From an optimization exercise on the open Yosys and OpenROAD flow, aimed at small area, a short achievable clock period and few clock cycles per item; shortcuts taken in it are not production practice. The RTL was checked by simulation tests, not by an equivalence proof against the original design. The clock input has no modelled driver; a real chip could not lean on it and would need a root buffer or a full tree. Power and IR drop assume default switching activity.

==> run a: inputs <==
Design Packet_router, start of the top module:
module Packet_router(
input wire clk,
input wire rst,
input wire packet_valid,
input wire [19:0] Data_packet,
output wire Busy,
output wire port_valid_1,
output wire port_valid_2,
output wire port_valid_3,
output wire port_valid_4,
output wire [15:0] Packet_out_1,
output wire [15:0] Packet_out_2,
output wire [15:0] Packet_out_3,
output wire [15:0] Packet_out_4,
output wire out_valid
    );
reg        s1_valid;
reg [17:0] s1_data;
reg        s2_valid;
reg [3:0]  s2_port_valid;
reg [15:0] s2_payload;
always @(posedge clk or negedge rst) begin
    if (!rst) begin
        s1_valid <= 1'b0;
        s2_valid <= 1'b0;
    end else begin
        s1_valid <= packet_valid;
        s2_valid <= s1_valid;
    end
end
always @(posedge clk) begin
    s1_data    <= Data_packet[17:0];
    s2_port_valid <= {4{s1_valid}} & (4'b0001 << s1_data[17:16]);
    s2_payload <= s1_data[15:0];
end
assign Busy      = s1_valid;
assign out_valid = s2_valid;
assign port_valid_1 = s2_port_valid[0];
assign port_valid_2 = s2_port_valid[1];
assign port_valid_3 = s2_port_valid[2];
assign port_valid_4 = s2_port_valid[3];
assign Packet_out_1 = s2_payload;
assign Packet_out_2 = s2_payload;
assign Packet_out_3 = s2_payload;
assign Packet_out_4 = s2_payload;
endmodule
==> module Packet_router, before the edit <==
module Packet_router(
input wire clk,
input wire rst,
input wire packet_valid,
input wire [19:0] Data_packet,
output wire Busy,
output wire port_valid_1,
output wire port_valid_2,
output wire port_valid_3,
output wire port_valid_4,
output wire [15:0] Packet_out_1,
output wire [15:0] Packet_out_2,
output wire [15:0] Packet_out_3,
output wire [15:0] Packet_out_4,
output wire out_valid
    );
reg        s1_valid;
reg [17:0] s1_data;
reg        s2_valid;
reg [3:0]  s2_port_valid;
reg [15:0] s2_payload;
always @(posedge clk or negedge rst) begin
    if (!rst) begin
        s1_valid <= 1'b0;
        s2_valid <= 1'b0;
    end else begin
        s1_valid <= packet_valid;
        s2_valid <= s1_valid;
    end
end
always @(posedge clk) begin
    s1_data    <= Data_packet[17:0];
    s2_port_valid <= {4{s1_valid}} & (4'b0001 << s1_data[17:16]);
    s2_payload <= s1_data[15:0];
end
assign Busy      = s1_valid;
assign out_valid = s2_valid;
assign port_valid_1 = s2_port_valid[0];
assign port_valid_2 = s2_port_valid[1];
assign port_valid_3 = s2_port_valid[2];
assign port_valid_4 = s2_port_valid[3];
assign Packet_out_1 = s2_payload;
assign Packet_out_2 = s2_payload;
assign Packet_out_3 = s2_payload;
assign Packet_out_4 = s2_payload;
endmodule
==> flow/config.mk <==
export PLATFORM = sky130hd
export DESIGN_NAME = Packet_router
export DESIGN_NICKNAME = Packet_router
export VERILOG_FILES = /design/flow/design.v
export SDC_FILE = /design/flow/constraint.sdc
export NUM_CORES = 4
export LEC_CHECK = 0
export CAP_MARGIN = 20
export CORE_AREA = 2.3 2.72 59.8 59.84
export DIE_AREA = 0 0 62.1 62.56
export SLEW_MARGIN = 20
==> flow/constraint.sdc <==
create_clock -name core_clock -period 5.0 [get_ports {clk}]
set_input_delay 1.0000 -clock core_clock [delete_from_list [all_inputs] [get_ports {clk}]]
set_output_delay 1.0000 -clock core_clock [all_outputs]
set_load 0.01 [all_outputs]
standard.sh (not shown) runs the stock make flow with config.mk's settings and CLKGATE_MAP_FILE= SYNTH_SCRIPT=/design/flow/synth_recipe.tcl, a recipe that flattens the netlist after the stock synthesis.
==> flow/flow/run.sh <==
#!/bin/bash
# Standard ORFS layout with buf_1 port buffers and tuned clock tree / repair settings.
# All tool output goes to flow.log; ORFS per-step logs stay under orfs/logs.
set -euo pipefail
bash standard.sh BUFFER_PORTS_ARGS=-buffer_cell\ sky130_fd_sc_hd__buf_1 CTS_ARGS=-sink_clustering_enable\ -repair_clock_nets\ -buf_list\ sky130_fd_sc_hd__clkbuf_16\ -root_buf\ sky130_fd_sc_hd__clkbuf_16\ -dont_use_dummy_load\ -sink_clustering_size\ 100\ -sink_clustering_max_diameter\ 500 SETUP_SLACK_MARGIN=3.6 finish > flow.log 2>&1
==> inputs of run b, as changes to run a <==
--- a/flow/design.v
+++ b/flow/design.v
@@ -31,7 +31,7 @@
 end
 always @(posedge clk) begin
     s1_data    <= Data_packet[17:0];
-    s2_port_valid <= {4{s1_valid}} & (4'b0001 << s1_data[17:16]);
+    s2_port_valid <= 4'b0001 << s1_data[17:16];
     s2_payload <= s1_data[15:0];
 end
 assign Busy      = s1_valid;
==> flow/flow/run.sh (replaced) <==
#!/bin/bash
# Standard ORFS layout with two changes:
#  - every port is buffered by the smallest buffer (buf_1);
#  - after CTS, clock_tree.tcl rebuilds the clock tree as four clkbuf_4
#    driven straight from the clock port, one per quarter of the flip-flops.
# All tool output goes to flow.log; ORFS's per-step logs stay under orfs/logs.
set -euo pipefail
export CLKFIX_NBUF=4
export CLKFIX_CELL=sky130_fd_sc_hd__clkbuf_4
bash standard.sh \
  BUFFER_PORTS_ARGS="-buffer_cell sky130_fd_sc_hd__buf_1" \
  POST_CTS_TCL="$(pwd)/flow/clock_tree.tcl" \
  finish > flow.log 2>&1
==> flow/flow/clock_tree.tcl (new file) <==
# POST_CTS hook: replace the clock tree CTS built with CLKFIX_NBUF clock
# buffers (CLKFIX_CELL) that the clock port drives directly, each driving
# the flip-flops of one region of the core. Every flip-flop gets the same
# one-buffer clock path, so no register is skewed against the others.
set block [ord::get_db_block]
set db [ord::get_db]
set nbuf 1
if {[info exists ::env(CLKFIX_NBUF)]} { set nbuf $::env(CLKFIX_NBUF) }
set cell sky130_fd_sc_hd__clkbuf_16
if {[info exists ::env(CLKFIX_CELL)]} { set cell $::env(CLKFIX_CELL) }
set master [$db findMaster $cell]
set clk_net [[$block findBTerm clk] getNet]

# Walk the tree from the port: flip-flop clock pins are sinks, every
# buffer or inverter on the way (and CTS's dummy loads) goes.
set sinks {}
set doomed {}
set todo [list $clk_net]
while {[llength $todo]} {
  set net [lindex $todo 0]
  set todo [lrange $todo 1 end]
  foreach it [$net getITerms] {
    if {![$it isInputSignal] && [[$it getMTerm] getIoType] ne "INPUT"} { continue }
    set inst [$it getInst]
    set mname [[$inst getMaster] getName]
    if {[string match "*__df*" $mname]} {
      lappend sinks $it
    } elseif {[string match "*buf*" $mname] || [string match "*inv*" $mname]} {
      lappend doomed $inst
      foreach o [$inst getITerms] {
        if {[$o isOutputSignal] && [$o getNet] ne "NULL"} { lappend todo [$o getNet] }
      }
    } else {
      error "clock_tree.tcl: unexpected clock load $mname"
    }
  }
}
puts "clock_tree.tcl: [llength $sinks] sinks, removing [llength $doomed] tree cells"
foreach inst $doomed {
  set outs {}
  foreach o [$inst getITerms] {
    if {[$o isOutputSignal] && [$o getNet] ne "NULL"} { lappend outs [$o getNet] }
  }
  odb::dbInst_destroy $inst
  foreach n $outs { if {$n ne $clk_net} { odb::dbNet_destroy $n } }
}

# Split the sinks into nbuf groups by position (halves in x, then in y).
proc sink_xy {it} {
  set b [[$it getInst] getBBox]
  return [list [expr {([$b xMin] + [$b xMax]) / 2}] [expr {([$b yMin] + [$b yMax]) / 2}]]
}
proc split_groups {sinks n axis} {
  if {$n <= 1} { return [list $sinks] }
  set keyed {}
  foreach s $sinks { lappend keyed [list [lindex [sink_xy $s] $axis] $s] }
  set sorted {}
  foreach k [lsort -integer -index 0 $keyed] { lappend sorted [lindex $k 1] }
  set half [expr {[llength $sorted] / 2}]
  set n1 [expr {$n / 2}]
  set n2 [expr {$n - $n1}]
  set other [expr {1 - $axis}]
  return [concat [split_groups [lrange $sorted 0 [expr {$half - 1}]] $n1 $other] \
                 [split_groups [lrange $sorted $half end] $n2 $other]]
}
set groups [split_groups $sinks $nbuf 0]

set i 0
foreach g $groups {
  set net [odb::dbNet_create $block "clknet_fix_$i"]
  $net setSigType CLOCK
  set buf [odb::dbInst_create $block $master "clkbuf_fix_$i"]
  [$buf findITerm A] connect $clk_net
  [$buf findITerm X] connect $net
  set sx 0; set sy 0
  foreach it $g {
    $it disconnect
    $it connect $net
    lassign [sink_xy $it] x y
    incr sx $x; incr sy $y
  }
  set n [llength $g]
  $buf setLocation [expr {$sx / $n}] [expr {$sy / $n}]
  $buf setPlacementStatus PLACED
  puts "clock_tree.tcl: clkbuf_fix_$i ($cell) drives $n sinks"
  incr i
}
detailed_placement
check_placement -verbose
estimate_parasitics -placement
report_clock_skew
==> inputs of run c, as changes to run a <==
==> flow/flow/run.sh (replaced) <==
#!/bin/bash
# Standard ORFS layout with buf_1 port buffers and tuned clock tree / repair settings.
# All tool output goes to flow.log; ORFS per-step logs stay under orfs/logs.
set -euo pipefail
bash standard.sh BUFFER_PORTS_ARGS=-buffer_cell\ sky130_fd_sc_hd__buf_1 CTS_ARGS=-sink_clustering_enable\ -repair_clock_nets\ -buf_list\ sky130_fd_sc_hd__clkbuf_16\ -root_buf\ sky130_fd_sc_hd__clkbuf_16\ -dont_use_dummy_load\ -sink_clustering_size\ 100\ -sink_clustering_max_diameter\ 500 finish > flow.log 2>&1
==> inputs of run d, as changes to run a <==
==> flow/flow/run.sh (replaced) <==
#!/bin/bash
# Standard ORFS layout with every port buffered by the smallest buffer
# (buf_1) instead of the default choice. All tool output goes to flow.log;
# ORFS's per-step logs stay under orfs/logs.
set -euo pipefail
bash standard.sh BUFFER_PORTS_ARGS="-buffer_cell sky130_fd_sc_hd__buf_1" finish > flow.log 2>&1
==> comparison table <==
| item | run a | run b | run d | run c |
|---|---|---|---|---|
| Register area | 872 um^2 | 811 um^2 | 811 um^2 | 811 um^2 |
| Sequential power share | 49.4% | 69.4% | 61.8% | 52.1% |
| Share of Yosys cell area claimed by the top area cell type | 62.9% | 63.5% | 62.9% | 62.9% |
| Multi-input gate area in the final layout | 37.5 um^2 | 26.3 um^2 | 37.5 um^2 | 37.5 um^2 |
| Outcome | no timing/DRC/antenna violations | no timing/DRC/antenna violations | no timing/DRC/antenna violations | no timing/DRC/antenna violations |
| PD cells | 368 nW/um^2 | 393 nW/um^2 | 425 nW/um^2 | 484 nW/um^2 |
| Overall power consumption | 0.000702 W | 0.000496 W | 0.000556 W | 0.000662 W |
| Root cell of the clock tree | clkbuf_16 | - | clkbuf_4 | clkbuf_16 |
| Simple-gate portion of the synthesized area | 3.11% | 2.19% | 3.11% | 3.11% |
| Syn Area/Cell | 13.1 um^2 | 13.0 um^2 | 13.1 um^2 | 13.1 um^2 |
| Worst IR drop on VDD | 0.191 mV | 0.155 mV | 0.178 mV | 0.164 mV |
| Routed metal-1 wire length | 721 um | 476 um | 592 um | 575 um |
| Worst hold-check slack | 0.321 ns | 0.333 ns | 0.336 ns | 0.322 ns |
| Worst-skew pair later-pin latency | 0.27 ns | 0.16 ns | 0.33 ns | 0.27 ns |
| Effective utilization at floorplan | 36.8% | 36.5% | 36.8% | 36.8% |
| Largest stage delay on the critical path | 0.36 ns | 0.38 ns | 0.44 ns | 0.41 ns |
| Worst-case clock skew | 0.00824 ns | 0.00456 ns | 0.00133 ns | 0.00613 ns |
| Total detailed-routing wirelength | 2200 um | 1550 um | 1630 um | 1610 um |
| Met2 wire length | 1200 um | 819 um | 812 um | 791 um |
Testbench counts of run a, summed over its fixed seeds: cycles 3,216, items 3,200.
Testbench counts of run b, summed over its fixed seeds: cycles 3,216, items 3,200.
Testbench counts of run c, summed over its fixed seeds: cycles 3,216, items 3,200.
Testbench counts of run d, summed over its fixed seeds: cycles 3,216, items 3,200.
In run b the design's own scripts or RTL, not TritonCTS, make the clock network.

[separate check: timing with driven ports]
In the flow no input, the clock included, has a driving cell. The finished layouts below were timed again as built, in two steps. Step 1, drivers: a clkbuf_16 drives clk and a buf_2 each remaining input, both assumed. Step 2, shift: input delay + t, output delay - t, t = (earliest + latest rising clock arrival at the registers) / 2. This alone moves slack from input paths to output paths. a / b / c = ideal ports / drivers / drivers and shift; a / b = the first two.
run | t, ns | setup WS [ns] | worst setup path after step 2 | latest minus earliest clock arrival (ns) | slew at the worst register clock pin (ns)
run a | 0.294 | 3.232 / 3.204 / 3.498 | register to output | 0.011 / 0.010 | 0.05 / 0.05
run b | 0.196 | 3.294 / 3.254 / 3.450 | register to output | 0.006 / 0.006 | 0.10 / 0.10
run c | 0.294 | 3.151 / 3.123 / 3.417 | register to output | 0.013 / 0.013 | 0.06 / 0.06
run d | 0.350 | 3.059 / 3.037 / 3.387 | register to output | 0.013 / 0.012 | 0.12 / 0.12
After both steps setup and hold are still met in every run listed.
